Source: an optimization exercise on an open RTL-to-GDS flow (aim: small area and a short achievable clock period). Production flows keep margins and buffers that such runs may drop.
Only simulation tests tie the RTL to the original design; equivalence was not proved.
Power figures rest on the tool's default switching activity, not on a simulated workload.

==> flow/design.v <==
module CPU(
    clk,
    rst_n,
    data_read,
    instruction,
    data_wen,
    data_addr,
    inst_addr,
    data_write
);
    input clk;
    input rst_n;
    input [31:0] instruction;
    input [31:0] data_read;
    output data_wen;
    output [31:0] data_addr;
    output [31:0] inst_addr;
    output reg [31:0] data_write;
    localparam OP_R    = 6'b000000;
    localparam OP_J    = 6'b000010;
    localparam OP_BEQ  = 6'b000100;
    localparam OP_ADDI = 6'b001000;
    localparam OP_LW   = 6'b100011;
    localparam OP_SW   = 6'b101011;
    localparam FN_ADD  = 6'b100000;
    localparam FN_SLT  = 6'b101010;
    reg [31:0] pc;
    reg        started;    
    reg [31:0] d_ins;      
    reg        d_nz;       
    reg        d_is0;      
    reg        d_is1;      
    reg [31:0] e_a;        
    reg [31:0] e_y;        
    reg [31:0] e_sd;       
    reg        e_sum, e_slt, e_sub, e_j;
    reg [4:0]  e_dst;
    reg        e_wa, e_lw, e_sw;
    reg [31:0] alu;        
    reg [4:0]  m_dst;
    reg        m_wa, m_lw, m_sw;
    reg [31:0] rf [0:31];
    reg [31:0] rf_ok;
    reg [31:0] rf_hz;      
    wire        m_we   = m_wa | m_lw;
    wire [31:0] wd     = m_lw ? data_read : alu;
    wire        wd_hz  = wd[31:1] == 31'd0;
    wire [31:0] row_we = {31'd0, m_we} << m_dst;
    integer k;
    always @(posedge clk) begin
        for (k = 0; k < 32; k = k + 1)
            if (row_we[k]) begin
                rf[k]    <= wd;
                rf_hz[k] <= wd_hz;
            end
    end
    always @(posedge clk or negedge rst_n) begin
        if (!rst_n) rf_ok <= 32'd0;
        else rf_ok <= rf_ok | row_we;
    end
    wire [4:0] i_rt  = instruction[20:16];
    wire       i_fwd = m_we && m_dst == i_rt;
    wire       i_ok  = rf_ok[i_rt];
    wire       i_hz  = i_fwd ? wd_hz : (~i_ok | rf_hz[i_rt]);
    wire       i_b0  = i_fwd ? wd[0] : (i_ok & rf[i_rt][0]);
    wire [5:0]  d_op = d_ins[31:26];
    wire [5:0]  d_fn = d_ins[5:0];
    wire [4:0]  d_rs = d_ins[25:21];
    wire [4:0]  d_rt = d_ins[20:16];
    wire [4:0]  d_rd = d_ins[15:11];
    wire [31:0] rs_v = rf_ok[d_rs] ? rf[d_rs] : 32'd0;
    wire [31:0] rt_v = rf_ok[d_rt] ? rf[d_rt] : 32'd0;
    wire [31:0] rs_f = (m_we && m_dst == d_rs) ? wd : rs_v;
    wire [31:0] rt_f = (m_we && m_dst == d_rt) ? wd : rt_v;
    wire d_isr   = d_op == OP_R;
    wire d_isadd = d_isr && d_fn == FN_ADD;
    wire d_isslt = d_isr && d_fn == FN_SLT;
    wire d_isbeq = d_op == OP_BEQ;
    wire d_isimm = d_op == OP_ADDI || d_op == OP_LW || d_op == OP_SW;
    wire d_isj   = d_op == OP_J;
    always @(posedge clk or negedge rst_n) begin
        if (!rst_n) begin
            e_sum <= 1'b0; e_slt <= 1'b0; e_sub <= 1'b0; e_j <= 1'b0;
            e_wa <= 1'b0; e_lw <= 1'b0; e_sw <= 1'b0; e_dst <= 5'd0;
        end else begin
            e_sum <= d_isadd | d_isimm | d_isbeq;
            e_slt <= d_isslt;
            e_sub <= d_isslt | d_isbeq;
            e_j   <= d_isj;
            e_wa  <= (d_isr && d_nz) || d_op == OP_ADDI;
            e_lw  <= d_op == OP_LW;
            e_sw  <= d_op == OP_SW;
            e_dst <= d_isr ? d_rd : d_rt;
        end
    end
    always @(posedge clk) begin
        e_a    <= rs_f;
        e_y    <= d_isimm ? {{16{d_ins[15]}}, d_ins[15:0]}
                : d_isj   ? {6'd0, d_ins[25:0]}
                          : ((d_isslt | d_isbeq) ? ~rt_f : rt_f);
        e_sd   <= rt_v;
    end
    wire [32:0] sum33 = {e_a[31], e_a} + {e_y[31], e_y} + {32'd0, e_sub};
    wire        lt    = sum33[32];
    always @(posedge clk or negedge rst_n) begin
        if (!rst_n) begin
            alu <= 32'd0;
            m_dst <= 5'd0; m_wa <= 1'b0; m_lw <= 1'b0; m_sw <= 1'b0;
        end else begin
            if (e_sum)      alu <= sum33[31:0];
            else if (e_slt) alu <= {31'd0, lt};
            else if (e_j)   alu <= {2'b00, pc[31:28], e_y[25:0]};
            m_dst <= e_dst; m_wa <= e_wa; m_lw <= e_lw; m_sw <= e_sw;
        end
    end
    always @(posedge clk) data_write <= e_sd;
    assign data_addr = alu;
    assign data_wen  = m_sw;
    assign inst_addr = pc;
    wire take = d_isbeq & e_slt & (lt ? d_is1 : d_is0);
    reg  [31:0] pc_c;
    integer b, s;
    always @(*) begin
        pc_c = pc;
        for (s = 1; s < 32; s = s * 2)
            for (b = 31; b >= s; b = b - 1)
                pc_c[b] = pc_c[b] & pc_c[b-s];
    end
    wire [31:0] pc_inc = pc ^ {pc_c[30:0], 1'b1};
    wire [31:0] pc_br  = pc + {{16{d_ins[15]}}, d_ins[15:0]};
    always @(posedge clk or negedge rst_n) begin
        if (!rst_n) begin
            pc <= 32'd0;
            started <= 1'b0;
            d_ins <= 32'd0;
            d_nz  <= 1'b0;
            d_is0 <= 1'b0;
            d_is1 <= 1'b0;
        end else begin
            started <= 1'b1;
            d_ins <= instruction;
            d_nz  <= |instruction;
            d_is0 <= i_hz & ~i_b0;
            d_is1 <= i_hz & i_b0;
            if (instruction[31:26] == OP_J)
                pc <= {2'b00, pc[31:28], instruction[25:0]};
            else if (take)
                pc <= pc_br;
            else if (started)
                pc <= pc_inc;
        end
    end
endmodule
==> flow/flow/run.sh <==
#!/bin/bash
set -euo pipefail
bash standard.sh SETUP_SLACK_MARGIN=8.3 finish > standard_flow.log 2>&1
==> flow/standard.sh <==
#!/bin/bash
# synth_recipe.tcl (not shown) runs the flow's synth.tcl, then flattens the netlist and writes it again
# the make line also repeats each setting of config.mk as NAME=value (left out here)
make -C /OpenROAD-flow-scripts/flow DESIGN_CONFIG=/design/flow/config.mk WORK_HOME=/design/flow/orfs CLKGATE_MAP_FILE= SYNTH_SCRIPT=/design/flow/synth_recipe.tcl "${@:-finish}"
==> flow/config.mk <==
export PLATFORM = sky130hd
export DESIGN_NAME = CPU
export DESIGN_NICKNAME = CPU
export VERILOG_FILES = /design/flow/design.v
export SDC_FILE = /design/flow/constraint.sdc
export NUM_CORES = 8
export LEC_CHECK = 0
export CAP_MARGIN = 20
export CORE_MARGIN = 2
export CORE_UTILIZATION = 55
export CTS_CLUSTER_DIAMETER = 80
export CTS_CLUSTER_SIZE = 30
export PLACE_DENSITY = 0.65
export SLEW_MARGIN = 20
==> flow/constraint.sdc <==
create_clock -name core_clock -period 12.0 [get_ports {clk}]
set_input_delay 2.4000 -clock core_clock [delete_from_list [all_inputs] [get_ports {clk}]]
set_output_delay 2.4000 -clock core_clock [all_outputs]
set_load 0.01 [all_outputs]
==> results_dict.tcl, run 1 <==
set metrics [dict create \
    outcome "complete, no violations" \
    rr_worst_depth 8 \
    timing_max_transition_violations_final 0 \
    holdWs_ps 335 \
    die_height_um 331 \
    gr_overflow_total 0 \
    fillers 8006 \
    min_period_ps 3950 \
    die-width_um 331 \
    detailedRoute.firstIterationViolations 12800 \
    synth.mux.area_fraction_pct 3.42 \
    number_of_enable_flip_flop_cells_after_synthesis 1056 \
    clock_sink_count 1336 \
    final.setup_skew_ps 51.2 \
    start_kind "flip-flop" \
    dpl_cell_area_um2 62900 \
    synth_seq_area_share_pct 64.6 \
    dominant_combinational_cell_family_by_area_after_synthesis "compound AO/OA/AOI/OAI gates" \
    ios 163 \
    ant_nets 0 \
    ys_seq_elements 1336 \
    synth_top_cell_area_share_pct 53.8 \
    r2r_start "d_ins[25]" \
    via_per_inst 8.34 \
    synthTopCellsByArea "sky130_fd_sc_hd__edfxtp_1 (54%), sky130_fd_sc_hd__dfrtp_1 (6.5%), sky130_fd_sc_hd__a221oi_1 (6.2%), sky130_fd_sc_hd__a22o_1 (5.7%), sky130_fd_sc_hd__dfxtp_1 (4.3%)" \
    place_hpwl_mm 145 \
    cap_violations 0 \
    startpoint "d_ins[25]" \
    setup_total_negative_slack_ps 0 \
    worst_slew_pin_slew_ps 1320 \
    cts-buffers-inserted 56 \
    yosys.area_share.xor_xnor_pct 1.92 \
    syn_to_final_growth_pct 13.4 \
    worst-path-max-fanout 23 \
    drt_drc_violations_left 0 \
    clock_tree.root_cell "sky130_fd_sc_hd__clkbuf_16" \
    detailedPlace.worstSlack_ps 6820 \
    grt_use_total_pct 48.3 \
    worst_slew_margin_rel_pct 11.7 \
    cts_tree "done" \
    hp-class "reg -> reg" \
    antenna_found_initial 19 \
    worst_ep_required_time_ps 12620 \
    post-synth-top-area-cell "sky130_fd_sc_hd__edfxtp_1" \
    clockBufferDepth 3 \
    num-nets-final 4654 \
    worst_ep_arrival_time_ps 4580 \
    worst_setup_path_end_kind "flip-flop" \
    via_count_of_the_first_global_routing_pass 45400 \
    synthAdderAreaFrac_pct 1.44 \
    layout.cell_area.non_filler_um2 66800 \
    first_pass_grt_wire_length_mm 367 \
    initial_core_util_pct 55.3 \
    regToRegEndpoint "e_a[4]" \
    first_pass_iters 13 \
    io_buffers 162 \
    placeableCoreArea_um2 107000 \
    vias 49800 \
    reg2reg_slack_ps 8050 \
    final_common_cell "sky130_fd_sc_hd__edfxtp_1" \
    synth_fp_nets 4443 \
    worst_ir_drop_vdd_v 0.000123 \
    hold_violations 0 \
    clock_latency_at_the_later_pin_of_the_worst_skew_pair_ps 770 \
    setup_viol 0 \
    highest_count_cells_in_the_layout_ignoring_fill_and_taps "sky130_fd_sc_hd__edfxtp_1 (1,056), sky130_fd_sc_hd__a221oi_1 (417), sky130_fd_sc_hd__a22o_1 (385)" \
    max_freq_ghz 0.253 \
    rsz_0062_raised_after_global_routing "true" \
    syn_inst 4311 \
    setup.worst_path.class "reg -> reg" \
    routedWlPerCell_um 45.8 \
    detail_route.wirelength_mm 274 \
    maximum_number_of_pins_on_one_net_before_global_route_repair 66 \
    clock_tree.htree_level_count 2 \
    multi_input_area_um2 21000 \
    period_share_pct 33.0 \
    final_critical_path_setup_slack_ps 8050 \
    power_density_nw_per_um2 140 \
    final_layout_size_suffix_gt1_share_pct 18.8 \
    routabilityCongestion 0.975 \
    floorplan.die_area_um2 110000 \
    setup.worst_path.end "e_a[4]" \
    synth_top_flop_cell "sky130_fd_sc_hd__edfxtp_1" \
    syn-mean-instance-area_um2 13.7 \
    fp-row-count 120 \
    clk_transition_reported_paths_ps 110 \
    synth.distinct_cells 73 \
    layout.core_utilization_pct 62.7 \
    power.static_leakage_nw 22.6 \
    yosys_warnings 2 \
    post_cts_hold_buffer_count 0 \
    syn_area_um2 58900 \
    regArea_um2 38100 \
    synth-compound-area-share_pct 19.1 \
    yosys.area_share.simple_pct 6.87 \
    synth_async_sr_flop_share_pct 11.4 \
]
## per-layer routing
| layer | routed length, um | part of all wire [%] | track usage, % | up-vias |
|---|---|---|---|---|
| li1 | - | - | - | 18200 |
| met1 | 88100 | 32 | 59.9 | 23900 |
| met2 | 106000 | 39 | 65.0 | 5977 |
| met3 | 54900 | 20 | 27.6 | 1741 |
| met4 | 23400 | 8.6 | 28.3 | 34 |
| met5 | 854 | 0.31 | 3.78 | - |
## report_power, final
part | switching [mW] | internal, mW
Combinational | 0.980 | 0.548
Sequential | 0.0891 | 5.23
Clock | 1.53 | 0.972
## cell usage after synthesis, types with 28 or more instances
library cell and number:
sky130_fd_sc_hd__buf_2 58, sky130_fd_sc_hd__xor2_1 54, sky130_fd_sc_hd__mux4_2 41, sky130_fd_sc_hd__o32ai_1 28, sky130_fd_sc_hd__a22oi_1 167, sky130_fd_sc_hd__a21oi_1 126
sky130_fd_sc_hd__xnor2_1 75, sky130_fd_sc_hd__o21ai_0 121, sky130_fd_sc_hd__o221ai_1 33, sky130_fd_sc_hd__nor3_1 31, sky130_fd_sc_hd__inv_1 62, sky130_fd_sc_hd__dfxtp_1 128
sky130_fd_sc_hd__nand3_1 78, sky130_fd_sc_hd__nand4_1 154, sky130_fd_sc_hd__nand2_1 203, sky130_fd_sc_hd__nor2_1 211, sky130_fd_sc_hd__dfrtp_1 152, sky130_fd_sc_hd__a22o_1 385
sky130_fd_sc_hd__clkbuf_1 210, sky130_fd_sc_hd__o22ai_1 34, sky130_fd_sc_hd__ha_1 63, sky130_fd_sc_hd__or2_2 42, sky130_fd_sc_hd__edfxtp_1 1056, sky130_fd_sc_hd__mux2i_1 87
sky130_fd_sc_hd__a221oi_1 417
## critical path, stage by stage, from the launching register on
cell                       delay [ps]
sky130_fd_sc_hd__dfrtp_1          780
sky130_fd_sc_hd__nand2b_2         430
sky130_fd_sc_hd__nor2_4           790
sky130_fd_sc_hd__buf_4            730
sky130_fd_sc_hd__a22o_1           250
sky130_fd_sc_hd__a221oi_1          50
sky130_fd_sc_hd__nand4_1          230
sky130_fd_sc_hd__o221ai_4         270
sky130_fd_sc_hd__o21ai_0          280
## worst min path at each step
stage	start	to	slack [ps]	cells past startpoint
2_1_floorplan	e_sd[0]	data_write[0]	310	0
3_3_place_gp	e_sd[9]	data_write[9]	310	0
3_5_place_dp	e_sd[30]	data_write[30]	310	0
4_1_cts	e_sd[30]	data_write[30]	340	0
5_1_grt	e_sd[9]	data_write[9]	340	0
6_report	e_sd[22]	data_write[22]	340	0
## flip-flops by register name (all words and copies together) (netlist names), 5 cells and up
signal	cells
pc	32
d_ins	32
e_sd	32
e_y	32
e_a	32
data_write	32
m_dst	5
rf_ok	32
alu	32
e_dst	5
rf_hz	32
rf	1024
## stage by stage
step	total power, mW	cells
floorplan	6.09	4311
global placement	6.64	5716
detailed placement	6.65	5718
CTS	9.18	5922
global route	9.52	5968
finish	9.35	5977
## cell families (layout without fill, tap and decap cells)
family / Yosys count / after routing
flops: 1336 / 1336
simple gates: 825 / 829
xor+xnor: 129 / 129
compound gates: 1444 / 1445
mux: 147 / 147
fa+ha+maj: 66 / 66
other cells: 1 / 20
buf+inv: 363 / 602
## layout make-up
| class | instances | area share, % |
|---|---|---|
| repair buffers | 448 | 5.73 |
| clock inverters | 29 | 0.519 |
| repair inverters | 1 | 0.00749 |
| multi-input cells | 2617 | 31.4 |
| inverters | 62 | 0.412 |
| diodes | 19 | 0.0711 |
| flip-flops and latches | 1336 | 57.1 |
| clock buffers | 62 | 2.16 |
| well taps | 1403 | 2.63 |
## timing repair
item | CTS | global route
resized for setup | 548 | 130
setup endpoints to repair | 392 | 334
setup buffers | 106 | 33
gates cloned | 7 | 1
pin swaps | 20 | 14
==> run 2, diff against run 1 <==
--- a/flow/design.v
+++ b/flow/design.v
@@ -28,6 +28,9 @@
     reg        started;    
-    reg [31:0] d_ins;      
+    reg [5:0]  d_opf;      
+    reg [5:0]  d_fnf;      
+    reg [25:6] d_mid;      
+    wire [31:0] d_ins = {d_opf, d_mid, d_fnf};
     reg        d_nz;       
-    reg        d_is0;      
-    reg        d_is1;      
+    reg [3:0]  d_rs_lo, d_rt_lo;
+    reg [7:0]  d_rs_hi, d_rt_hi;
     reg [31:0] e_a;        
@@ -60,7 +63,2 @@
     end
-    wire [4:0] i_rt  = instruction[20:16];
-    wire       i_fwd = m_we && m_dst == i_rt;
-    wire       i_ok  = rf_ok[i_rt];
-    wire       i_hz  = i_fwd ? wd_hz : (~i_ok | rf_hz[i_rt]);
-    wire       i_b0  = i_fwd ? wd[0] : (i_ok & rf[i_rt][0]);
     wire [5:0]  d_op = d_ins[31:26];
@@ -70,4 +68,15 @@
     wire [4:0]  d_rd = d_ins[15:11];
-    wire [31:0] rs_v = rf_ok[d_rs] ? rf[d_rs] : 32'd0;
-    wire [31:0] rt_v = rf_ok[d_rt] ? rf[d_rt] : 32'd0;
+    reg  [31:0] rs_v, rt_v;
+    reg         rt_nhz;    
+    integer r;
+    always @(*) begin
+        rs_v = 32'd0;
+        rt_v = 32'd0;
+        rt_nhz = 1'b0;
+        for (r = 0; r < 32; r = r + 1) begin
+            rs_v = rs_v | (rf[r] & {32{d_rs_lo[r % 4] & d_rs_hi[r / 4] & rf_ok[r]}});
+            rt_v = rt_v | (rf[r] & {32{d_rt_lo[r % 4] & d_rt_hi[r / 4] & rf_ok[r]}});
+            rt_nhz = rt_nhz | (~rf_hz[r] & d_rt_lo[r % 4] & d_rt_hi[r / 4] & rf_ok[r]);
+        end
+    end
     wire [31:0] rs_f = (m_we && m_dst == d_rs) ? wd : rs_v;
@@ -119,3 +128,10 @@
     assign inst_addr = pc;
-    wire take = d_isbeq & e_slt & (lt ? d_is1 : d_is0);
+    wire take = d_isbeq & e_slt & ~rt_nhz & (rt_v[0] == lt);
+    always @(posedge clk) begin
+        d_mid <= instruction[25:6];
+        d_rs_lo <= 4'd1 << instruction[22:21];
+        d_rs_hi <= 8'd1 << instruction[25:23];
+        d_rt_lo <= 4'd1 << instruction[17:16];
+        d_rt_hi <= 8'd1 << instruction[20:18];
+    end
     reg  [31:0] pc_c;
@@ -134,12 +150,10 @@
             started <= 1'b0;
-            d_ins <= 32'd0;
+            d_opf <= 6'd0;
+            d_fnf <= 6'd0;
             d_nz  <= 1'b0;
-            d_is0 <= 1'b0;
-            d_is1 <= 1'b0;
         end else begin
             started <= 1'b1;
-            d_ins <= instruction;
+            d_opf <= instruction[31:26];
+            d_fnf <= instruction[5:0];
             d_nz  <= |instruction;
-            d_is0 <= i_hz & ~i_b0;
-            d_is1 <= i_hz & i_b0;
             if (instruction[31:26] == OP_J)
==> flow/flow/run.sh (replaced) <==
#!/bin/bash
set -euo pipefail
bash standard.sh SETUP_SLACK_MARGIN=8.3 \
  "CTS_ARGS=-sink_clustering_enable -repair_clock_nets -sink_clustering_size 25 -sink_clustering_max_diameter 60 -dont_use_dummy_load" \
  finish > standard_flow.log 2>&1
--- a/flow/config.mk
+++ b/flow/config.mk
@@ -9,6 +9,6 @@
 export CORE_MARGIN = 2
-export CORE_UTILIZATION = 55
-export CTS_CLUSTER_DIAMETER = 80
-export CTS_CLUSTER_SIZE = 30
-export PLACE_DENSITY = 0.65
+export CORE_UTILIZATION = 65
+export CTS_CLUSTER_DIAMETER = 60
+export CTS_CLUSTER_SIZE = 25
+export PLACE_DENSITY = 0.75
 export SLEW_MARGIN = 20
==> results_dict.tcl, run 2 <==
set metrics [dict create \
    timing_max_transition_violations_final 0 \
    post_cts_hold_buffer_count 0 \
    clock_latency_at_the_later_pin_of_the_worst_skew_pair_ps 730 \
    placeableCoreArea_um2 88600 \
    cts-buffers-inserted 87 \
    synth_top_cell_area_share_pct 54.4 \
    rsz_0062_raised_after_global_routing "true" \
    clock_tree.root_cell "sky130_fd_sc_hd__clkbuf_16" \
    highest_count_cells_in_the_layout_ignoring_fill_and_taps "sky130_fd_sc_hd__edfxtp_1 (1,056), sky130_fd_sc_hd__a22oi_1 (573), sky130_fd_sc_hd__nand4_1 (274)" \
    regToRegEndpoint "e_a[11]" \
    min_period_ps 3910 \
    number_of_enable_flip_flop_cells_after_synthesis 1056 \
    clock_tree.htree_level_count 3 \
    place_hpwl_mm 141 \
    synth_async_sr_flop_share_pct 9.57 \
    max_flop_register "rf" \
    worst_path_largest_cell_delay_ps 1070 \
    syn_inst 4332 \
    largest_register_ff_count 1024 \
    power_density_nw_per_um2 148 \
    cts_tree "done" \
    post-synth-top-area-cell "sky130_fd_sc_hd__edfxtp_1" \
    outcome "complete, no violations" \
    vias 50500 \
    worst-path-max-fanout 17 \
    final.setup_skew_ps 75.0 \
    ant_nets 0 \
    routabilityCongestion 1.03 \
    finish.cell_count_without_fillers 5661 \
    fp-row-count 109 \
    io_buffers 162 \
    dpl_cell_area_um2 61400 \
    period_share_pct 32.6 \
    setup.worst_path.end "e_a[11]" \
    post_synth_most_frequent_cells "sky130_fd_sc_hd__edfxtp_1 (1,056), sky130_fd_sc_hd__a22oi_1 (573), sky130_fd_sc_hd__nand4_1 (274), sky130_fd_sc_hd__clkbuf_1 (246), sky130_fd_sc_hd__a22o_1 (204)" \
    synthTopCellsByArea "sky130_fd_sc_hd__edfxtp_1 (54%), sky130_fd_sc_hd__a22oi_1 (7.4%), sky130_fd_sc_hd__dfxtp_1 (5.9%), sky130_fd_sc_hd__dfrtp_1 (5.6%), sky130_fd_sc_hd__a22o_1 (3.1%)" \
    worst_slew_pin_slew_ps 1420 \
    die-width_um 303 \
    via_count_of_the_first_global_routing_pass 45200 \
    r2r_start "rf_ok[29]" \
    cap_violations 0 \
    syn_area_um2 58300 \
    detailedRoute.firstIterationViolations 14100 \
    max_freq_ghz 0.256 \
    path_cells "and3_2, buf_4, a22o_1, a221oi_1, nand4_1, nor3_1, a21oi_1" \
    setup_total_negative_slack_ps 0 \
    ios 163 \
    ys_seq_elements 1358 \
    final_common_cell "sky130_fd_sc_hd__edfxtp_1" \
    clockBufferDepth 3 \
    cp_slowest_cell "sky130_fd_sc_hd__nor3_1" \
    placed_instance_count 5448 \
    clock_sink_count 1358 \
    start_kind "flip-flop" \
    clk_transition_reported_paths_ps 90 \
    layout.core_utilization_pct 72.7 \
    initial_core_util_pct 65.7 \
    syn_to_final_growth_pct 10.6 \
    setup_viol 0 \
    via_per_inst 8.92 \
    worst_slew_margin_rel_pct 4.87 \
    synth_top_flop_cell "sky130_fd_sc_hd__edfxtp_1" \
    rr_worst_depth 7 \
    first_pass_grt_wire_length_mm 350 \
    hp-class "reg -> reg" \
    final_layout_size_suffix_gt1_share_pct 13.7 \
    reg2reg_slack_ps 8090 \
    die_height_um 303 \
    setup.worst_path.class "reg -> reg" \
    num-nets-final 4607 \
    synth.distinct_cells 78 \
    maximum_number_of_pins_on_one_net_before_global_route_repair 69 \
    layout.cell_area.non_filler_um2 64400 \
    syn-mean-instance-area_um2 13.5 \
    worst_ep_arrival_time_ps 4420 \
    synth_fp_nets 4464 \
    synth_seq_area_share_pct 65.9 \
    routedWlPerCell_um 46.8 \
    power.static_leakage_nw 22.6 \
    detail_route.wirelength_mm 265 \
    worst_ep_required_time_ps 12510 \
    first_pass_iters 14 \
    drt_drc_violations_left 0 \
    antenna_found_initial 23 \
    hold_violations 0 \
    synthMostInstantiatedCell "sky130_fd_sc_hd__edfxtp_1" \
    worst_setup_path_end_kind "flip-flop" \
    startpoint "rf_ok[29]" \
    worst_ir_drop_vdd_v 0.000155 \
    grt_use_total_pct 56.1 \
    yosys_warnings 2 \
    holdWs_ps 321 \
    gr_overflow_total 0 \
    floorplan.die_area_um2 92100 \
]
## run 2: changes by cell type in the layout (fill, tap and decap cells not counted), moves of 29 or more
cell / change
sky130_fd_sc_hd__clkbuf_16: +30
sky130_fd_sc_hd__nand4_1: +120
sky130_fd_sc_hd__dfxtp_1: +51
sky130_fd_sc_hd__buf_6: -38
sky130_fd_sc_hd__and3_2: +57
sky130_fd_sc_hd__a22o_1: -181
sky130_fd_sc_hd__buf_4: -55
sky130_fd_sc_hd__nor2_4: -59
sky130_fd_sc_hd__mux4_2: -41
sky130_fd_sc_hd__nor3_1: +29
sky130_fd_sc_hd__inv_1: +37
sky130_fd_sc_hd__a221oi_1: -220
sky130_fd_sc_hd__nand2_1: -92
sky130_fd_sc_hd__a22oi_1: +407
## run 2: how the worst min path moves through the flow
stage	from	endpoint	slack, ps	depth (start not counted)
3_5_place_dp	e_sd[8]	data_write[8]	310	0
2_1_floorplan	e_sd[0]	data_write[0]	310	0
4_1_cts	e_dst[3]	m_dst[3]	320	0
3_3_place_gp	e_sd[31]	data_write[31]	310	0
6_report	e_dst[1]	m_dst[1]	320	0
5_1_grt	e_dst[3]	m_dst[3]	330	0
## run 2: cells by family after synthesis
group | share of synthesized area [%]
compound gates | 17.6
xor+xnor | 1.70
fa+ha+maj | 1.46
buf+inv | 2.70
flops | 65.9
mux | 1.96
other cells | 0.00644
simple gates | 8.64
## run 2: layout make-up
| type | count | area [um2] |
|---|---|---|
| clock buffers | 87 | 2180 |
| diodes | 23 | 57.6 |
| multi-input cells | 2579 | 19000 |
| well taps | 1165 | 1460 |
| repair buffers | 371 | 2970 |
| inverters | 78 | 293 |
| fillers | 5871 | 24200 |
| flip-flops and latches | 1358 | 38400 |
## run 2: timing repair
item,4_1_cts,5_1_grt
endpoints found under the setup margin,161,104
resized for setup,332,76
buffers inserted,70,23
pin swaps,10,7
cloned,2,7
## run 2: metrics by stage
| step | setup slack [ps] | power [mW] |
|---|---|---|
| after detailed placement | 7000 | 6.66 |
| after global placement | 7070 | 6.64 |
| after floorplan | 8210 | 6.16 |
| final | 8090 | 9.56 |
| after CTS | 8300 | 9.37 |
| after global routing | 8210 | 9.72 |
## run 2: layer usage
layer	wire, um	global-route usage [%]	vias to the layer above	part of all wire, %
li1	-	-	17900	-
met2	98600	73.2	6739	37
met4	30100	42.1	40	11
met5	1260	6.26	-	0.47
met1	77900	65.3	23400	29
met3	57300	36.0	2400	22
## run 2: worst max-delay path, delay by kind of cell (launching register included)
family          cells  cell delay (ps)
buf+inv             1              390
simple gates        3             1800
flops               1              660
compound gates      3              820
## run 2: power by group
part	total (mW)	switching [mW]	internal (mW)
Combinational	1.32	0.857	0.463
Clock	2.79	1.51	1.28
Sequential	5.45	0.117	5.33
Total	9.56	2.48	7.08
==> run 3, diff against run 2 <==
==> flow/flow/run.sh (replaced) <==
#!/bin/bash
set -euo pipefail
bash standard.sh SETUP_SLACK_MARGIN=8.7 \
  "CTS_ARGS=-sink_clustering_enable -repair_clock_nets -sink_clustering_size 25 -sink_clustering_max_diameter 60 -dont_use_dummy_load" \
  finish > standard_flow.log 2>&1
--- a/flow/config.mk
+++ b/flow/config.mk
@@ -9,6 +9,6 @@
 export CORE_MARGIN = 2
-export CORE_UTILIZATION = 65
+export CORE_UTILIZATION = 50
 export CTS_CLUSTER_DIAMETER = 60
 export CTS_CLUSTER_SIZE = 25
-export PLACE_DENSITY = 0.75
+export PLACE_DENSITY = 0.6
 export SLEW_MARGIN = 20
==> results_dict.tcl, run 3 <==
set metrics [dict create \
    cp_slowest_cell "sky130_fd_sc_hd__dfrtp_2" \
    multi_input_area_um2 20100 \
    die_height_um 345 \
    setup_total_negative_slack_ps 0 \
    synth_async_sr_flop_share_pct 9.57 \
    power.static_leakage_nw 23.8 \
    routedWlPerCell_um 48.4 \
    largest_register_ff_count 1024 \
    routabilityCongestion 0.987 \
    grt_use_total_pct 46.9 \
    fillers 9127 \
    clockBufferDepth 3 \
    initial_core_util_pct 50.3 \
    regToRegEndpoint "pc[11]" \
    path_delay_family "flip-flops" \
    drt_drc_violations_left 0 \
    post_synth_most_frequent_cells "sky130_fd_sc_hd__edfxtp_1 (1,056), sky130_fd_sc_hd__a22oi_1 (573), sky130_fd_sc_hd__nand4_1 (274), sky130_fd_sc_hd__clkbuf_1 (246), sky130_fd_sc_hd__a22o_1 (204)" \
    via_per_inst 8.31 \
    hold_violations 0 \
    timing.hold.worst_path_depth 0 \
    floorplan.die_area_um2 119000 \
    place_hpwl_mm 151 \
    synth_seq_area_share_pct 65.9 \
    detail_route.wirelength_mm 299 \
    path_cells "buf_6" \
    holdWs_ps 309 \
    min_period_ps 3740 \
    rr_worst_depth 11 \
    cts_tree "done" \
    layout.cell_area.non_filler_um2 67700 \
    fp-row-count 125 \
    worst_slew_margin_rel_pct 14.3 \
    vias 51400 \
    worst_ep_required_time_ps 9600 \
    power_density_nw_per_um2 150 \
    clk_transition_reported_paths_ps 80 \
    syn_area_um2 58300 \
    timing_max_transition_violations_final 0 \
    period_share_pct 31.2 \
    worst-path-max-fanout 2 \
    hp-class "reg -> reg" \
    antenna_found_initial 29 \
    power_mw 10.2 \
    number_of_enable_flip_flop_cells_after_synthesis 1056 \
    via_count_of_the_first_global_routing_pass 45600 \
    max_freq_ghz 0.267 \
    setup.worst_path.class "reg -> out" \
    start_kind "flip-flop" \
    ios 163 \
    post-synth-top-area-cell "sky130_fd_sc_hd__edfxtp_1" \
    cap_violations 0 \
    yosys_warnings 2 \
    reg2reg_slack_ps 8350 \
    first_pass_grt_wire_length_mm 383 \
    r2r_start "rf_ok[30]" \
    detailedRoute.firstIterationViolations 12200 \
    worst_ep_arrival_time_ps 1340 \
    setup_viol 0 \
    synth.distinct_cells 78 \
    final.setup_skew_ps 83.6 \
    clock_tree.htree_level_count 3 \
    critical_path.n_buffers_inverters 1 \
    final_layout_size_suffix_gt1_share_pct 20.5 \
    rsz_0062_raised_after_global_routing "true" \
    maximum_number_of_pins_on_one_net_before_global_route_repair 65 \
    synthTopCellsByArea "sky130_fd_sc_hd__edfxtp_1 (54%), sky130_fd_sc_hd__a22oi_1 (7.4%), sky130_fd_sc_hd__dfxtp_1 (5.9%), sky130_fd_sc_hd__dfrtp_1 (5.6%), sky130_fd_sc_hd__a22o_1 (3.1%)" \
    max_flop_register "rf" \
    highest_count_cells_in_the_layout_ignoring_fill_and_taps "sky130_fd_sc_hd__edfxtp_1 (1,056), sky130_fd_sc_hd__a22oi_1 (572), sky130_fd_sc_hd__nand4_1 (274)" \
    final_common_cell "sky130_fd_sc_hd__edfxtp_1" \
    placeableCoreArea_um2 116000 \
    clock_tree.root_cell "sky130_fd_sc_hd__clkbuf_16" \
    die-width_um 345 \
    worst_ir_drop_vdd_v 0.000118 \
    min_delay_startpoint "e_sd[25]" \
    cts-buffers-inserted 105 \
    synth_fp_nets 4464 \
    synth_top_cell_area_share_pct 54.4 \
    regArea_um2 38500 \
    worst_path_largest_cell_delay_ps 490 \
    synthMostInstantiatedCell "sky130_fd_sc_hd__edfxtp_1" \
    dpl_cell_area_um2 62000 \
    gr_overflow_total 0 \
    clock_latency_at_the_later_pin_of_the_worst_skew_pair_ps 770 \
    ant_nets 0 \
    syn-mean-instance-area_um2 13.5 \
    first_pass_iters 19 \
    synth_top_flop_cell "sky130_fd_sc_hd__edfxtp_1" \
    ys_seq_elements 1358 \
    worst_setup_path_end_kind "output port" \
    syn_to_final_growth_pct 16.2 \
    clock_sink_count 1358 \
    hold-path-endpoint "data_write[25]" \
    num-nets-final 4752 \
    io_buffers 162 \
    outcome "complete, no violations" \
    syn_inst 4332 \
    worst_slew_pin_slew_ps 1290 \
]
## run 3: logic make-up after synthesis
logic type / synth area share [%]
adder cells (fa/ha/maj): 1.46
other: 0.00644
AO/OA/AOI/OAI: 17.6
AND/OR/NAND/NOR: 8.64
XOR/XNOR: 1.70
buffers and inverters: 2.70
flip-flops: 65.9
multiplexers: 1.96
## run 3: metal layers
layer	global-route usage (%)	routed length (um)	up-vias
met3	23.3	58400	1956
met2	64.3	115000	6270
met1	57.3	96500	24800
li1	-	-	18300
met5	4.88	1230	-
met4	31.7	27800	33
## run 3: where the power goes
part | leakage, nW | internal [mW] | switching (mW)
sequential | 12.8 | 5.34 | 0.119
clock | 1.29 | 1.53 | 1.62
combinational | 9.78 | 0.571 | 1.00
total | 23.8 | 7.44 | 2.74
## run 3: cell type report
class,instances,area share [%]
sequential,1358,56.8
multi-input combinational,2608,29.7
timing repair buffer,469,6.18
clock buffer,105,3.88
tap,1524,2.82
inverter,78,0.432
antenna,41,0.151
## run 3: per-stage QoR
stage,worst slack (ps),instances,util (%)
5_1_grt,8260,6151,58.4
2_1_floorplan,8210,4332,-
3_3_place_gp,6730,5817,53.5
4_1_cts,8220,6066,57.2
3_5_place_dp,6730,5820,53.5
6_report,8260,6183,58.4
## run 3: timing repair
action,CTS,global route
buffers inserted,122,56
setup endpoints to repair,486,543
gates resized for setup,662,195
gates cloned,19,20
pin swaps,50,48
hold buffers,0,0
## run 3: worst max path at each step
stage,from,end,depth (start not counted)
6_report,pc[31],inst_addr[31],1
5_1_grt,pc[31],inst_addr[31],1
4_1_cts,data_read[31],rf_hz[16],7
3_5_place_dp,data_read[30],rf_hz[15],5
3_3_place_gp,data_read[30],rf_hz[15],5
2_1_floorplan,data_read[11],rf_hz[0],4
==> run 4, diff against run 3 <==
--- a/flow/design.v
+++ b/flow/design.v
@@ -49,3 +49,3 @@
     wire [31:0] wd     = m_lw ? data_read : alu;
-    wire        wd_hz  = wd[31:1] == 31'd0;
+    wire        wd_hz  = m_lw ? (data_read[31:1] == 31'd0) : (alu[31:1] == 31'd0);
     wire [31:0] row_we = {31'd0, m_we} << m_dst;
@@ -111,4 +111,5 @@
     end
-    wire [32:0] sum33 = {e_a[31], e_a} + {e_y[31], e_y} + {32'd0, e_sub};
-    wire        lt    = sum33[32];
+    wire [31:0] sum = e_a + e_y + {31'd0, e_sub};
+    wire [31:0] e_b = ~e_y;
+    wire        lt  = (e_a[31] ^ e_b[31]) ? e_a[31] : (e_a[30:0] < e_b[30:0]);
     always @(posedge clk or negedge rst_n) begin
@@ -118,3 +119,3 @@
         end else begin
-            if (e_sum)      alu <= sum33[31:0];
+            if (e_sum)      alu <= sum;
             else if (e_slt) alu <= {31'd0, lt};
==> flow/flow/run.sh (replaced) <==
#!/bin/bash
set -euo pipefail
bash standard.sh SETUP_SLACK_MARGIN=8.5 \
  "CTS_ARGS=-sink_clustering_enable -repair_clock_nets -sink_clustering_size 25 -sink_clustering_max_diameter 60 -dont_use_dummy_load" \
  finish > standard_flow.log 2>&1
==> results_dict.tcl, run 4 <==
set metrics [dict create \
    min_period_ps 3740 \
    worst_slew_pin_slew_ps 1580 \
    ios 163 \
    via_per_inst 8.16 \
    fillers 9403 \
    io_buffers 162 \
    drt_drc_violations_left 0 \
    initial_core_util_pct 50.4 \
    multi_input_area_um2 19300 \
    timing_max_transition_violations_final 3 \
    syn-mean-instance-area_um2 13.5 \
    synthMostInstantiatedCell "sky130_fd_sc_hd__edfxtp_1" \
    outcome "complete, but fails checks" \
    maximum_number_of_pins_on_one_net_before_global_route_repair 69 \
    clock_sink_count 1358 \
    period_share_pct 31.2 \
    synthTopCellsByArea "sky130_fd_sc_hd__edfxtp_1 (54%), sky130_fd_sc_hd__a22oi_1 (7.4%), sky130_fd_sc_hd__dfxtp_1 (5.9%), sky130_fd_sc_hd__dfrtp_1 (5.6%), sky130_fd_sc_hd__a22o_1 (3.0%)" \
    place_hpwl_mm 150 \
    final_common_cell "sky130_fd_sc_hd__edfxtp_1" \
    detail_route.wirelength_mm 281 \
    clock_tree.htree_level_count 3 \
    die_height_um 346 \
    max_flop_register "rf" \
    start_kind "flip-flop" \
    clk_transition_reported_paths_ps 70 \
    final.setup_skew_ps 105 \
    post-synth-top-area-cell "sky130_fd_sc_hd__edfxtp_1" \
    regArea_um2 38500 \
    min_delay_startpoint "e_sd[13]" \
    violatedChecks "capacitance limit, slew limit" \
    seqPwrFrac_pct 54.0 \
    syn_area_um2 58500 \
    startpoint "rf_ok[6]" \
    power.static_leakage_nw 22.8 \
    worst_ep_arrival_time_ps 4330 \
    post_synth_most_frequent_cells "sky130_fd_sc_hd__edfxtp_1 (1,056), sky130_fd_sc_hd__a22oi_1 (578), sky130_fd_sc_hd__nand4_1 (271), sky130_fd_sc_hd__clkbuf_1 (229), sky130_fd_sc_hd__a22o_1 (200)" \
    power.share.combinational_pct 13.6 \
    synth.distinct_cells 78 \
    routabilityCongestion 0.968 \
    fp-row-count 125 \
    final_layout_size_suffix_gt1_share_pct 15.7 \
    syn_to_final_growth_pct 12.8 \
    synth_async_sr_flop_share_pct 9.57 \
    cts-buffers-inserted 113 \
    holdWs_ps 305 \
    worst_ir_drop_vdd_v 0.000135 \
    rsz_0062_raised_after_global_routing "true" \
    first_pass_iters 13 \
    cap_violations 1 \
    die-width_um 346 \
    ys_seq_elements 1358 \
    worst_slew_margin_rel_pct -5.85 \
    p_switching_mw 2.62 \
    cell_internal_pwr_mw 7.50 \
    yosys_warnings 2 \
    clock_tree.root_cell "sky130_fd_sc_hd__clkbuf_16" \
    clockBufferDepth 3 \
    via_count_of_the_first_global_routing_pass 45700 \
    synth_top_flop_cell "sky130_fd_sc_hd__edfxtp_1" \
    synth_fp_nets 4466 \
    setup.worst_path.class "reg -> reg" \
    vias 49300 \
    syn_inst 4334 \
    p_clk_share_pct 32.5 \
    setup_total_negative_slack_ps 0 \
    synth_seq_area_share_pct 65.7 \
    setup_viol 0 \
    r2r_start "rf_ok[6]" \
    num-nets-final 4631 \
    largest_register_ff_count 1024 \
    power_density_nw_per_um2 154 \
    clock_latency_at_the_later_pin_of_the_worst_skew_pair_ps 780 \
    max_freq_ghz 0.267 \
    placeableCoreArea_um2 116000 \
    hp-class "reg -> reg" \
    floorplan.die_area_um2 120000 \
    worst_ep_required_time_ps 12600 \
    synth_top_cell_area_share_pct 54.2 \
    number_of_enable_flip_flop_cells_after_synthesis 1056 \
    hold_violations 0 \
    highest_count_cells_in_the_layout_ignoring_fill_and_taps "sky130_fd_sc_hd__edfxtp_1 (1,056), sky130_fd_sc_hd__a22oi_1 (578), sky130_fd_sc_hd__nand4_1 (271)" \
    cts_tree "done" \
    switching_share_pct 25.9 \
    first_pass_grt_wire_length_mm 374 \
    antenna_found_initial 23 \
    detailedRoute.firstIterationViolations 11900 \
    routedWlPerCell_um 46.5 \
    worst_setup_path_end_kind "flip-flop" \
    ant_nets 0 \
    grt_use_total_pct 45.5 \
    worst-path-max-fanout 26 \
    gr_overflow_total 0 \
]
## run 4: changes by cell type after synthesis, moves of 7 or more
cell / delta
sky130_fd_sc_hd__nor4_1: +14
sky130_fd_sc_hd__o21bai_1: -8
sky130_fd_sc_hd__o22ai_1: +8
sky130_fd_sc_hd__mux2i_1: +11
sky130_fd_sc_hd__o21ai_0: -20
sky130_fd_sc_hd__o21ai_1: +7
sky130_fd_sc_hd__nor2b_1: +10
sky130_fd_sc_hd__inv_1: -26
sky130_fd_sc_hd__buf_1: +7
sky130_fd_sc_hd__clkbuf_1: -17
## run 4: critical path, stage by stage (launching register included)
cell and delay, ps:
sky130_fd_sc_hd__dfrtp_1 700, sky130_fd_sc_hd__and3_2 410, sky130_fd_sc_hd__buf_4 380, sky130_fd_sc_hd__a22oi_1 300
sky130_fd_sc_hd__nand4_1 120, sky130_fd_sc_hd__or4_1 910, sky130_fd_sc_hd__mux2i_1 330, sky130_fd_sc_hd__xnor2_1 140
sky130_fd_sc_hd__nand2_1 70, sky130_fd_sc_hd__o21ai_0 110, sky130_fd_sc_hd__a21oi_1 100
## run 4: area by class of cell
type                    instances  share of cell area, %
clock buffers                 113                   4.29
inverters                      52                  0.296
multi-input cells            2607                   29.2
flip-flops and latches       1358                   58.4
repair buffers                367                   4.83
diodes                         19                 0.0721
well taps                    1524                   2.89
## run 4: kinds of logic after synthesis
family	Yosys count	synth area share (%)
buffers and inverters	376	2.60
adder cells (fa/ha/maj)	66	1.45
flip-flops	1358	65.7
XOR/XNOR	121	1.81
multiplexers	118	2.10
other	1	0.00641
AND/OR/NAND/NOR	949	8.92
AO/OA/AOI/OAI	1345	17.4
## run 4: power by group through the flow
| stage | clock network [mW] | registers, mW | logic, mW |
|---|---|---|---|
| floorplan | 0 | 5.55 | 0.636 |
| finish | 3.29 | 5.46 | 1.38 |
| detailed placement | 0 | 5.60 | 1.12 |
| CTS | 3.26 | 5.45 | 1.29 |
| global route | 3.42 | 5.46 | 1.44 |
| global placement | 0 | 5.60 | 1.11 |
## run 4: routing by layer
| metal | track usage, % | share of wire [%] | wire, um |
|---|---|---|---|
| met5 | 0.0400 | 0.14 | 402 |
| met4 | 29.5 | 8.9 | 25000 |
| met3 | 22.6 | 19 | 53200 |
| met2 | 62.8 | 39 | 111000 |
| met1 | 56.2 | 33 | 91900 |
## run 4: metrics by stage
step	setup slack [ps]	power (mW)	util, %	cell area (um2)	cells
after floorplan	8350	6.18	-	58500	4334
after global placement	7110	6.71	53.3	61900	5809
after CTS	8250	10.0	56.5	65500	6008
after global routing	8250	10.3	56.8	65900	6021
final	8260	10.1	56.8	65900	6040
after detailed placement	7090	6.72	53.3	61900	5809
## run 4: timing repair
| item | in CTS | in global routing |
|---|---|---|
| gates cloned | 6 | 1 |
| setup endpoints to repair | 221 | 465 |
| pin swaps | 12 | 7 |
| hold buffers | 0 | 0 |
| buffers inserted | 80 | 11 |
| gates resized for setup | 545 | 56 |
## run 4: path summary, 6_finish.rpt
kind                             endpoint  slack (ps)  cells after the start
max                               e_y[19]        8260                     10
min                        data_write[13]         300                      0
max reg2reg                       e_y[19]        8260                     10
min reg2reg                data_write[13]         300                      0
max in group asynchronous          alu[2]        8820                      2
min in group asynchronous          pc[21]        1730                      1
==> run 5, diff against run 4 <==
--- a/flow/config.mk
+++ b/flow/config.mk
@@ -7,3 +7,3 @@
 export LEC_CHECK = 0
-export CAP_MARGIN = 20
+export CAP_MARGIN = 30
 export CORE_MARGIN = 2
@@ -13,2 +13,2 @@
 export PLACE_DENSITY = 0.6
-export SLEW_MARGIN = 20
+export SLEW_MARGIN = 30
==> results_dict.tcl, run 5 <==
set metrics [dict create \
    outcome "complete, no violations" \
    worst_ir_drop_vdd_v 0.000125 \
    start_kind "flip-flop" \
    placed_instance_count 5813 \
    multi_input_area_um2 19300 \
    rsz_0062_raised_after_global_routing "true" \
    cts_tree "done" \
    synth_async_sr_flop_share_pct 9.57 \
    max_freq_ghz 0.269 \
    timing_max_transition_violations_final 0 \
    io_buffers 162 \
    gr_overflow_total 0 \
    ios 163 \
    clock_sink_count 1358 \
    worst_slew_margin_rel_pct 20.6 \
    clock_latency_at_the_later_pin_of_the_worst_skew_pair_ps 770 \
    synth_fp_nets 4466 \
    initial_core_util_pct 50.4 \
    vias 49600 \
    via_count_of_the_first_global_routing_pass 45500 \
    antenna_found_initial 31 \
    period_share_pct 31.0 \
    worst_path_largest_cell_delay_ps 430 \
    final.setup_skew_ps 116 \
    power.static_leakage_nw 22.8 \
    post_cts_hold_buffer_count 0 \
    synth.distinct_cells 78 \
    number_of_enable_flip_flop_cells_after_synthesis 1056 \
    first_pass_iters 12 \
    clk_transition_reported_paths_ps 80 \
    synth_top_flop_cell "sky130_fd_sc_hd__edfxtp_1" \
    clockBufferDepth 3 \
    syn_inst 4334 \
    clock_tree.root_cell "sky130_fd_sc_hd__clkbuf_16" \
    worst_slew_pin_slew_ps 1180 \
    fillers 9294 \
    syn_to_final_growth_pct 12.9 \
    synth_seq_area_share_pct 65.7 \
    critical_path.n_buffers_inverters 1 \
    floorplan.die_area_um2 120000 \
    placeableCoreArea_um2 116000 \
    regArea_um2 38500 \
    setup_total_negative_slack_ps 0 \
    worst_ep_required_time_ps 9600 \
    syn-mean-instance-area_um2 13.5 \
    setup_viol 0 \
    synthTopCellsByArea "sky130_fd_sc_hd__edfxtp_1 (54%), sky130_fd_sc_hd__a22oi_1 (7.4%), sky130_fd_sc_hd__dfxtp_1 (5.9%), sky130_fd_sc_hd__dfrtp_1 (5.6%), sky130_fd_sc_hd__a22o_1 (3.0%)" \
    final_common_cell "sky130_fd_sc_hd__edfxtp_1" \
    worst_ep_arrival_time_ps 1320 \
    die-width_um 346 \
    hp-class "reg -> reg" \
    worst_setup_path_end_kind "output port" \
    min_period_ps 3720 \
    num-nets-final 4634 \
    place_hpwl_mm 151 \
    path_cells "buf_6" \
    cap_violations 0 \
    drt_drc_violations_left 0 \
    power_density_nw_per_um2 152 \
    setup.worst_path.class "reg -> out" \
    holdWs_ps 308 \
    worst-path-max-fanout 2 \
    detailedPlace.worstSlack_ps 7080 \
    synthMostInstantiatedCell "sky130_fd_sc_hd__edfxtp_1" \
    ys_seq_elements 1358 \
    cts-buffers-inserted 108 \
    routedWlPerCell_um 46.7 \
    final_critical_path_setup_slack_ps 8280 \
    ant_nets 0 \
    path_delay_family "flip-flops" \
    routabilityCongestion 0.968 \
    cp_slowest_cell "sky130_fd_sc_hd__dfrtp_2" \
    max_flop_register "rf" \
    yosys_warnings 2 \
    detail_route.wirelength_mm 283 \
    finish.cell_count_without_fillers 6045 \
    syn_area_um2 58500 \
    clock_tree.htree_level_count 3 \
    post_synth_most_frequent_cells "sky130_fd_sc_hd__edfxtp_1 (1,056), sky130_fd_sc_hd__a22oi_1 (578), sky130_fd_sc_hd__nand4_1 (271), sky130_fd_sc_hd__clkbuf_1 (229), sky130_fd_sc_hd__a22o_1 (200)" \
    final_layout_size_suffix_gt1_share_pct 15.9 \
    synth_top_cell_area_share_pct 54.2 \
    maximum_number_of_pins_on_one_net_before_global_route_repair 69 \
    fp-row-count 125 \
    grt_use_total_pct 45.5 \
    first_pass_grt_wire_length_mm 374 \
    highest_count_cells_in_the_layout_ignoring_fill_and_taps "sky130_fd_sc_hd__edfxtp_1 (1,056), sky130_fd_sc_hd__a22oi_1 (578), sky130_fd_sc_hd__nand4_1 (271)" \
    largest_register_ff_count 1024 \
    via_per_inst 8.20 \
    post-synth-top-area-cell "sky130_fd_sc_hd__edfxtp_1" \
    die_height_um 346 \
    hold_violations 0 \
    detailedRoute.firstIterationViolations 12300 \
]
run 5: report_power, final:
part,switching (mW),internal (mW),total (mW)
sequential,0.119,5.34,5.46
combinational,0.863,0.519,1.38
clock,1.62,1.57,3.19
total,2.60,7.43,10.0
run 5: final timing paths:
| path | from | endpoint | slack, ps | cells past startpoint |
|---|---|---|---|---|
| setup / recovery | alu[11] | data_addr[11] | 8280 | 1 |
| min in group asynchronous | rst_n | pc[15] | 1730 | 1 |
| hold reg to reg | e_sd[6] | data_write[6] | 310 | 0 |
| setup reg to reg | rf_ok[13] | e_a[18] | 8310 | 7 |
| max in group asynchronous | rst_n | alu[2] | 8860 | 2 |
| hold / removal | e_sd[6] | data_write[6] | 310 | 0 |
run 5: cell type report:
class / count / area share (%)
multi-input cells: 2607 / 29.2
diodes: 21 / 0.0796
clock buffers: 108 / 4.09
inverters: 52 / 0.296
flip-flops and latches: 1358 / 58.3
repair buffers: 375 / 5.12
well taps: 1524 / 2.89
run 5: kinds of logic after synthesis:
kind of cell	synth area share [%]
adder cells (fa/ha/maj)	1.45
XOR/XNOR	1.81
AND/OR/NAND/NOR	8.92
multiplexers	2.10
buffers and inverters	2.60
other	0.00641
AO/OA/AOI/OAI	17.4
flip-flops	65.7
run 5: metal layers:
layer / vias up / track usage [%] / share of wire, %
met5: - / 1.16 / 0.20
met4: 28 / 29.8 / 8.9
met3: 1761 / 23.4 / 19
met2: 5874 / 62.8 / 39
met1: 23900 / 55.4 / 33
li1: 18000 / - / -
run 5: metrics by stage:
stage               power, mW  utilization, %  cell area (um2)
global route             10.2            56.8            66000
CTS                      9.91            56.5            65500
detailed placement       6.72            53.5            62000
finish                   10.0            56.9            66000
floorplan                6.18               -            58500
global placement         6.71            53.3            61900
run 5: repair_timing:
item,in CTS,in global routing
cloned,6,1
pin swaps,13,7
setup endpoints to repair,199,371
buffers inserted,78,16
resized for setup,551,54
==> run 6, diff against run 5 <==
--- a/flow/config.mk
+++ b/flow/config.mk
@@ -9,6 +9,6 @@
 export CORE_MARGIN = 2
-export CORE_UTILIZATION = 50
+export CORE_UTILIZATION = 55
 export CTS_CLUSTER_DIAMETER = 60
 export CTS_CLUSTER_SIZE = 25
-export PLACE_DENSITY = 0.6
+export PLACE_DENSITY = 0.65
 export SLEW_MARGIN = 30
==> results_dict.tcl, run 6 <==
set metrics [dict create \
    first_pass_iters 27 \
    floorplan.die_area_um2 109000 \
    worst_setup_path_end_kind "output port" \
    clk_transition_reported_paths_ps 60 \
    ys_seq_elements 1358 \
    min_period_ps 3710 \
    worst_ep_required_time_ps 9600 \
    p_clk_share_pct 30.9 \
    path_delay_family "flip-flops" \
    maximum_number_of_pins_on_one_net_before_global_route_repair 69 \
    gr_overflow_total 0 \
    setup_viol 0 \
    switching_share_pct 26.2 \
    syn_inst 4334 \
    cts_tree "done" \
    initial_core_util_pct 55.5 \
    clock_tree.htree_level_count 3 \
    setup_total_negative_slack_ps 0 \
    drt_drc_violations_left 0 \
    worst_slew_pin_slew_ps 1220 \
    cap_violations 0 \
    power.share.combinational_pct 14.0 \
    ios 163 \
    synth_seq_area_share_pct 65.7 \
    cts-buffers-inserted 101 \
    yosys_warnings 2 \
    num-nets-final 4625 \
    syn_area_um2 58500 \
    start_kind "flip-flop" \
    final_layout_size_suffix_gt1_share_pct 15.8 \
    clockBufferDepth 3 \
    grt_use_total_pct 50.0 \
    ant_nets 0 \
    number_of_enable_flip_flop_cells_after_synthesis 1056 \
    cell_internal_pwr_mw 7.33 \
    synth_top_flop_cell "sky130_fd_sc_hd__edfxtp_1" \
    timing_max_transition_violations_final 0 \
    first_pass_grt_wire_length_mm 369 \
    die-width_um 330 \
    routed-wl-met2_mm 109 \
    via_count_of_the_first_global_routing_pass 45000 \
    post_synth_most_frequent_cells "sky130_fd_sc_hd__edfxtp_1 (1,056), sky130_fd_sc_hd__a22oi_1 (578), sky130_fd_sc_hd__nand4_1 (271), sky130_fd_sc_hd__clkbuf_1 (229), sky130_fd_sc_hd__a22o_1 (200)" \
    max_flop_register "rf" \
    synth_fp_nets 4466 \
    period_share_pct 30.9 \
    antenna_found_initial 22 \
    clock_tree.root_cell "sky130_fd_sc_hd__clkbuf_16" \
    max_freq_ghz 0.269 \
    path_cells "buf_6" \
    detail_route.wirelength_mm 281 \
    power.static_leakage_nw 22.7 \
    routabilityCongestion 0.972 \
    critical_path.n_buffers_inverters 1 \
    seqPwrFrac_pct 55.1 \
    hold_violations 0 \
    syn-mean-instance-area_um2 13.5 \
    io_buffers 162 \
    layout.cell_area.non_filler_um2 65600 \
    worst_path_largest_cell_delay_ps 460 \
    worst_slew_margin_rel_pct 17.9 \
    power_density_nw_per_um2 151 \
    worst_ir_drop_vdd_v 0.000149 \
    routedLengthMet1_mm 90.4 \
    dr_wl_met3_mm 53.1 \
    worst-path-max-fanout 2 \
    post-synth-top-area-cell "sky130_fd_sc_hd__edfxtp_1" \
    fp-row-count 119 \
    placeableCoreArea_um2 105000 \
    routedWlPerCell_um 47.7 \
    worst_ep_arrival_time_ps 1310 \
    final.setup_skew_ps 79.0 \
    die_height_um 330 \
    place_hpwl_mm 144 \
    hp-class "reg -> reg" \
    largest_register_ff_count 1024 \
    clock_sink_count 1358 \
    post_cts_hold_buffer_count 0 \
    highest_count_cells_in_the_layout_ignoring_fill_and_taps "sky130_fd_sc_hd__edfxtp_1 (1,056), sky130_fd_sc_hd__a22oi_1 (578), sky130_fd_sc_hd__nand4_1 (271)" \
    dpl_cell_area_um2 61800 \
    synth.distinct_cells 78 \
    synthTopCellsByArea "sky130_fd_sc_hd__edfxtp_1 (54%), sky130_fd_sc_hd__a22oi_1 (7.4%), sky130_fd_sc_hd__dfxtp_1 (5.9%), sky130_fd_sc_hd__dfrtp_1 (5.6%), sky130_fd_sc_hd__a22o_1 (3.0%)" \
    outcome "complete, no violations" \
    vias 49500 \
    setup.worst_path.class "reg -> out" \
    synth_async_sr_flop_share_pct 9.57 \
    p_switching_mw 2.60 \
    cp_slowest_cell "sky130_fd_sc_hd__dfrtp_2" \
    top_layer "met5" \
    rsz_0062_raised_after_global_routing "true" \
    synth_top_cell_area_share_pct 54.2 \
    clock_latency_at_the_later_pin_of_the_worst_skew_pair_ps 740 \
    synthMostInstantiatedCell "sky130_fd_sc_hd__edfxtp_1" \
    via_per_inst 8.39 \
    final_common_cell "sky130_fd_sc_hd__edfxtp_1" \
    detailedRoute.firstIterationViolations 11800 \
    syn_to_final_growth_pct 12.2 \
]
[run 6: layout make-up]
class	count	area [um2]
Fill cell	8015	39800
Sequential cell	1358	38500
Multi-Input combinational cell	2615	19400
Timing Repair Buffer	365	3230
Clock buffer	101	2530
Tap cell	1391	1740
Inverter	52	195
Antenna cell	13	32.5
[run 6: logic make-up after synthesis]
kind of cell	synth area share [%]
flip-flops	65.7
AO/OA/AOI/OAI	17.4
AND/OR/NAND/NOR	8.92
buffers and inverters	2.60
XOR/XNOR	1.81
multiplexers	2.10
adder cells (fa/ha/maj)	1.45
other	0.00641
[run 6: worst paths after layout]
check	to	cells past startpoint	slack, ps	startpoint
worst min-delay path	data_write[2]	0	320	e_sd[2]
worst max register to register	e_y[23]	10	8430	rf_ok[0]
min in group asynchronous	rf_ok[8]	1	1650	rst_n
max in group asynchronous	pc[5]	2	8800	rst_n
worst min register to register	data_write[2]	0	320	e_sd[2]
worst max-delay path	data_addr[13]	1	8290	alu[13]
[run 6: power by group through the flow]
stage / clock (mW) / sequential, mW / combinational, mW
after floorplan: 0 / 5.55 / 0.636
after global placement: 0 / 5.61 / 1.09
after detailed placement: 0 / 5.61 / 1.11
after CTS: 3.03 / 5.46 / 1.28
after global routing: 3.20 / 5.47 / 1.45
final: 3.07 / 5.47 / 1.39
[run 6: metal layers]
layer	global-route usage (%)	vias to the layer above
li1	-	18000
met1	64.1	23700
met2	66.7	6013
met3	24.2	1768
met4	33.9	20
met5	0	-
[run 6: metrics by stage]
stage / setup slack (ps) / instances / hold slack, ps / utilization [%] / power (mW)
after floorplan: 8350 / 4334 / 310 / - / 6.18
after global placement: 7170 / 5672 / 310 / 58.5 / 6.70
after detailed placement: 7100 / 5674 / 312 / 58.6 / 6.71
after CTS: 8280 / 5855 / 319 / 61.6 / 9.77
after global routing: 8280 / 5884 / 324 / 62.2 / 10.1
final: 8290 / 5895 / 323 / 62.2 / 9.93
[run 6: timing repair]
action | CTS | global route
gates cloned | 8 | 7
gates resized for setup | 550 | 81
buffers inserted | 72 | 17
endpoints found under the setup margin | 178 | 179
pin swaps | 15 | 7
==> run 7, diff against run 6 <==
--- a/flow/flow/run.sh
+++ b/flow/flow/run.sh
@@ -4,2 +4,3 @@
   "CTS_ARGS=-sink_clustering_enable -repair_clock_nets -sink_clustering_size 25 -sink_clustering_max_diameter 60 -dont_use_dummy_load" \
+  "BUFFER_PORTS_ARGS=-buffer_cell sky130_fd_sc_hd__buf_2" \
   finish > standard_flow.log 2>&1
==> results_dict.tcl, run 7 <==
set metrics [dict create \
    final_critical_path_setup_slack_ps 8270 \
    floorplan.die_area_um2 109000 \
    period_share_pct 31.1 \
    power.static_leakage_nw 22.4 \
    clockBufferDepth 3 \
    setup.worst_path.class "in -> reg" \
    gr_overflow_total 0 \
    num-nets-final 4592 \
    cts-buffers-inserted 99 \
    synth_async_sr_flop_share_pct 9.57 \
    clock_latency_at_the_later_pin_of_the_worst_skew_pair_ps 760 \
    final_layout_size_suffix_gt1_share_pct 16.1 \
    worst_ir_drop_vdd_v 0.000132 \
    rsz_0062_raised_after_global_routing "true" \
    busiest_layer_in_global_routing "met2" \
    groute.layer.met3.usage_pct 22.1 \
    io_buffers 162 \
    place_hpwl_mm 151 \
    placeableCoreArea_um2 105000 \
    synth.distinct_cells 78 \
    detail_route.wirelength_mm 274 \
    worst_slew_pin_slew_ps 1150 \
    detailedPlace.worstSlack_ps 7500 \
    synth_top_flop_cell "sky130_fd_sc_hd__edfxtp_1" \
    yosys_warnings 2 \
    timing_max_transition_violations_final 0 \
    number_of_enable_flip_flop_cells_after_synthesis 1056 \
    routedWlPerCell_um 46.6 \
    outcome "complete, no violations" \
    largest_register_ff_count 1024 \
    hold_violations 0 \
    globalRouteMet1Util_pct 63.1 \
    regToRegEndpoint "e_y[16]" \
    clock_tree.root_cell "sky130_fd_sc_hd__clkbuf_16" \
    final_common_cell "sky130_fd_sc_hd__edfxtp_1" \
    worst_ep_required_time_ps 12330 \
    worst_setup_path_end_kind "flip-flop" \
    layout.cell_area.non_filler_um2 64700 \
    timing.hold.worst_path_depth 0 \
    synth_seq_area_share_pct 65.7 \
    path_cells "buf_2, nor4_1, nand4_1, o22ai_4" \
    final.setup_skew_ps 81.7 \
    cap_violations 0 \
    routabilityCongestion 0.997 \
    post-synth-top-area-cell "sky130_fd_sc_hd__edfxtp_1" \
    grt_use_total_pct 49.3 \
    ant_nets 0 \
    post_synth_most_frequent_cells "sky130_fd_sc_hd__edfxtp_1 (1,056), sky130_fd_sc_hd__a22oi_1 (578), sky130_fd_sc_hd__nand4_1 (271), sky130_fd_sc_hd__clkbuf_1 (229), sky130_fd_sc_hd__a22o_1 (200)" \
    r2r_start "rf_ok[16]" \
    synth_top_cell_area_share_pct 54.2 \
    hold-path-endpoint "data_write[16]" \
    min_delay_startpoint "e_sd[16]" \
    clk_transition_reported_paths_ps 60 \
    syn_area_um2 58500 \
    synthTopCellsByArea "sky130_fd_sc_hd__edfxtp_1 (54%), sky130_fd_sc_hd__a22oi_1 (7.4%), sky130_fd_sc_hd__dfxtp_1 (5.9%), sky130_fd_sc_hd__dfrtp_1 (5.6%), sky130_fd_sc_hd__a22o_1 (3.0%)" \
    first_pass_iters 29 \
    worst_path_largest_cell_delay_ps 840 \
    syn_to_final_growth_pct 10.6 \
    detailedRoute.firstIterationViolations 11800 \
    clock_sink_count 1358 \
    fillers 8088 \
    ios 163 \
    worst-path-max-fanout 32 \
    min_period_ps 3730 \
    synth_fp_nets 4466 \
    synthMostInstantiatedCell "sky130_fd_sc_hd__edfxtp_1" \
    maximum_number_of_pins_on_one_net_before_global_route_repair 86 \
    cts_tree "done" \
    setup_viol 0 \
    clock_tree.htree_level_count 3 \
    initial_core_util_pct 55.5 \
    fp-row-count 119 \
    hp-class "reg -> reg" \
    via_per_inst 8.30 \
    highest_count_cells_in_the_layout_ignoring_fill_and_taps "sky130_fd_sc_hd__edfxtp_1 (1,056), sky130_fd_sc_hd__a22oi_1 (578), sky130_fd_sc_hd__nand4_1 (271)" \
    max_flop_register "rf" \
    worst_slew_margin_rel_pct 22.9 \
    power_density_nw_per_um2 151 \
    cp_slowest_cell "sky130_fd_sc_hd__o22ai_4" \
    drt_drc_violations_left 0 \
    vias 48700 \
    via_count_of_the_first_global_routing_pass 44200 \
    die_height_um 330 \
    path_delay_family "compound AO/OA/AOI/OAI gates" \
    layout.core_utilization_pct 61.3 \
    dpl_cell_area_um2 60900 \
    ys_seq_elements 1358 \
    setup_total_negative_slack_ps 0 \
    first_pass_grt_wire_length_mm 364 \
    critical_path.n_buffers_inverters 1 \
    max_freq_ghz 0.268 \
    die-width_um 330 \
    antenna_found_initial 14 \
    globalRouteMet2Util_pct 66.6 \
    start_kind "primary input" \
    reg2reg_slack_ps 8400 \
    rr_worst_depth 10 \
    syn_inst 4334 \
    syn-mean-instance-area_um2 13.5 \
    worst_ep_arrival_time_ps 4060 \
]
run 7: changes by cell type in the layout (fill, tap and decap cells not counted), moves of 9 or more:
cell / previous run / this run
sky130_fd_sc_hd__mux2_4: 19 / 0
sky130_fd_sc_hd__buf_2: 39 / 104
sky130_fd_sc_hd__a21oi_2: 9 / 0
sky130_fd_sc_hd__mux2_2: 23 / 37
sky130_fd_sc_hd__a21oi_1: 114 / 123
sky130_fd_sc_hd__nor2_1: 101 / 112
sky130_fd_sc_hd__clkdlybuf4s50_1: 54 / 0
run 7: worst reg2reg max path, delay by kind of cell, from the launching register on:
kind                   cells  cell delay (ps)
multiplexers               1              310
flip-flops                 1              570
AND/OR/NAND/NOR            4             1560
buffers and inverters      1              440
AO/OA/AOI/OAI              3              440
XOR/XNOR                   1              160
run 7: kinds of logic after synthesis:
family                   count (synthesis)  synth area share [%]
flip-flops                            1358                  65.7
buffers and inverters                  376                  2.60
adder cells (fa/ha/maj)                 66                  1.45
AO/OA/AOI/OAI                         1345                  17.4
multiplexers                           118                  2.10
AND/OR/NAND/NOR                        949                  8.92
XOR/XNOR                               121                  1.81
other                                    1               0.00641
run 7: metal layers:
| layer | wire [um] | vias to the layer above |
|---|---|---|
| li1 | - | 17900 |
| met1 | 91200 | 23600 |
| met2 | 108000 | 5612 |
| met3 | 48200 | 1572 |
| met4 | 25800 | 20 |
| met5 | 192 | - |
run 7: repair_timing:
action / 4_1_cts / 5_1_grt
setup buffers: 62 / 9
pin swaps: 2 / 3
gates cloned: 2 / 1
hold buffers: 0 / 0
setup endpoints to repair: 142 / 172
gates resized for setup: 118 / 44
run 7: final cells by class:
cell class,instances,area (um2),area share [%]
inverter,52,195,0.302
tap,1391,1740,2.69
antenna,17,42.5,0.0658
clock buffer,99,2480,3.83
timing repair buffer,346,2650,4.10
sequential,1358,38500,59.5
multi-input combinational,2603,19100,29.5
run 7: report_power, final:
part / internal [mW] / total (mW) / switching, mW
sequential: 5.34 / 5.47 / 0.125
clock: 1.45 / 3.00 / 1.55
combinational: 0.473 / 1.29 / 0.821
total: 7.26 / 9.76 / 2.50
run 7: how the worst max path moves through the flow:
stage | start | end | slack [ps] | depth (start not counted)
2_1_floorplan | instruction[30] | pc[26] | 8350 | 6
3_3_place_gp | instruction[30] | pc[1] | 7490 | 6
3_5_place_dp | instruction[30] | pc[1] | 7500 | 6
4_1_cts | alu[15] | data_addr[15] | 8260 | 1
5_1_grt | alu[10] | data_addr[10] | 8280 | 1
6_report | data_read[14] | rf_hz[14] | 8270 | 4
run 7: per-stage QoR:
stage	hold WS (ps)	cells	total power [mW]
floorplan	310	4334	6.18
detailed placement	312	5674	6.63
finish	326	5866	9.76
CTS	326	5837	9.66
global route	332	5850	9.98
global placement	310	5673	6.63

-- separate check: timing with driven ports --
The results above use ideal ports. As a check the final layouts listed here were re-extracted and re-timed, cells and wires unchanged. Step 1, drivers: a clkbuf_16 drives clk and a buf_2 each remaining input, both assumed. Step 2 times the ports against the registers' clock, not the clock port: input delays grow and output delays shrink by t, the midpoint of the rising clock arrivals with the driver on. Slacks: ideal ports / drivers / drivers and shift; pairs: ideal ports / drivers.
| run | shift t [ns] | setup WS [ns] | worst slew at a driven data input, ns |
|---|---|---|---|
| run 1 | 0.817 | 8.045 / 8.045 / 7.463 | 0.06 |
| run 2 | 0.764 | 8.088 / 8.088 / 7.535 | 0.12 |
| run 3 | 0.799 | 8.255 / 8.180 / 7.521 | 0.05 |
| run 4 | 0.800 | 8.261 / 8.191 / 7.750 | 0.05 |
| run 5 | 0.791 | 8.276 / 8.202 / 7.753 | 0.04 |
| run 6 | 0.770 | 8.286 / 8.216 / 7.764 | 0.05 |
| run 7 | 0.784 | 8.272 / 8.219 / 7.534 | 0.08 |
The setup slack of run 7, which loses most, moves by -0.053 ns with the drivers and by -0.738 ns with both steps.
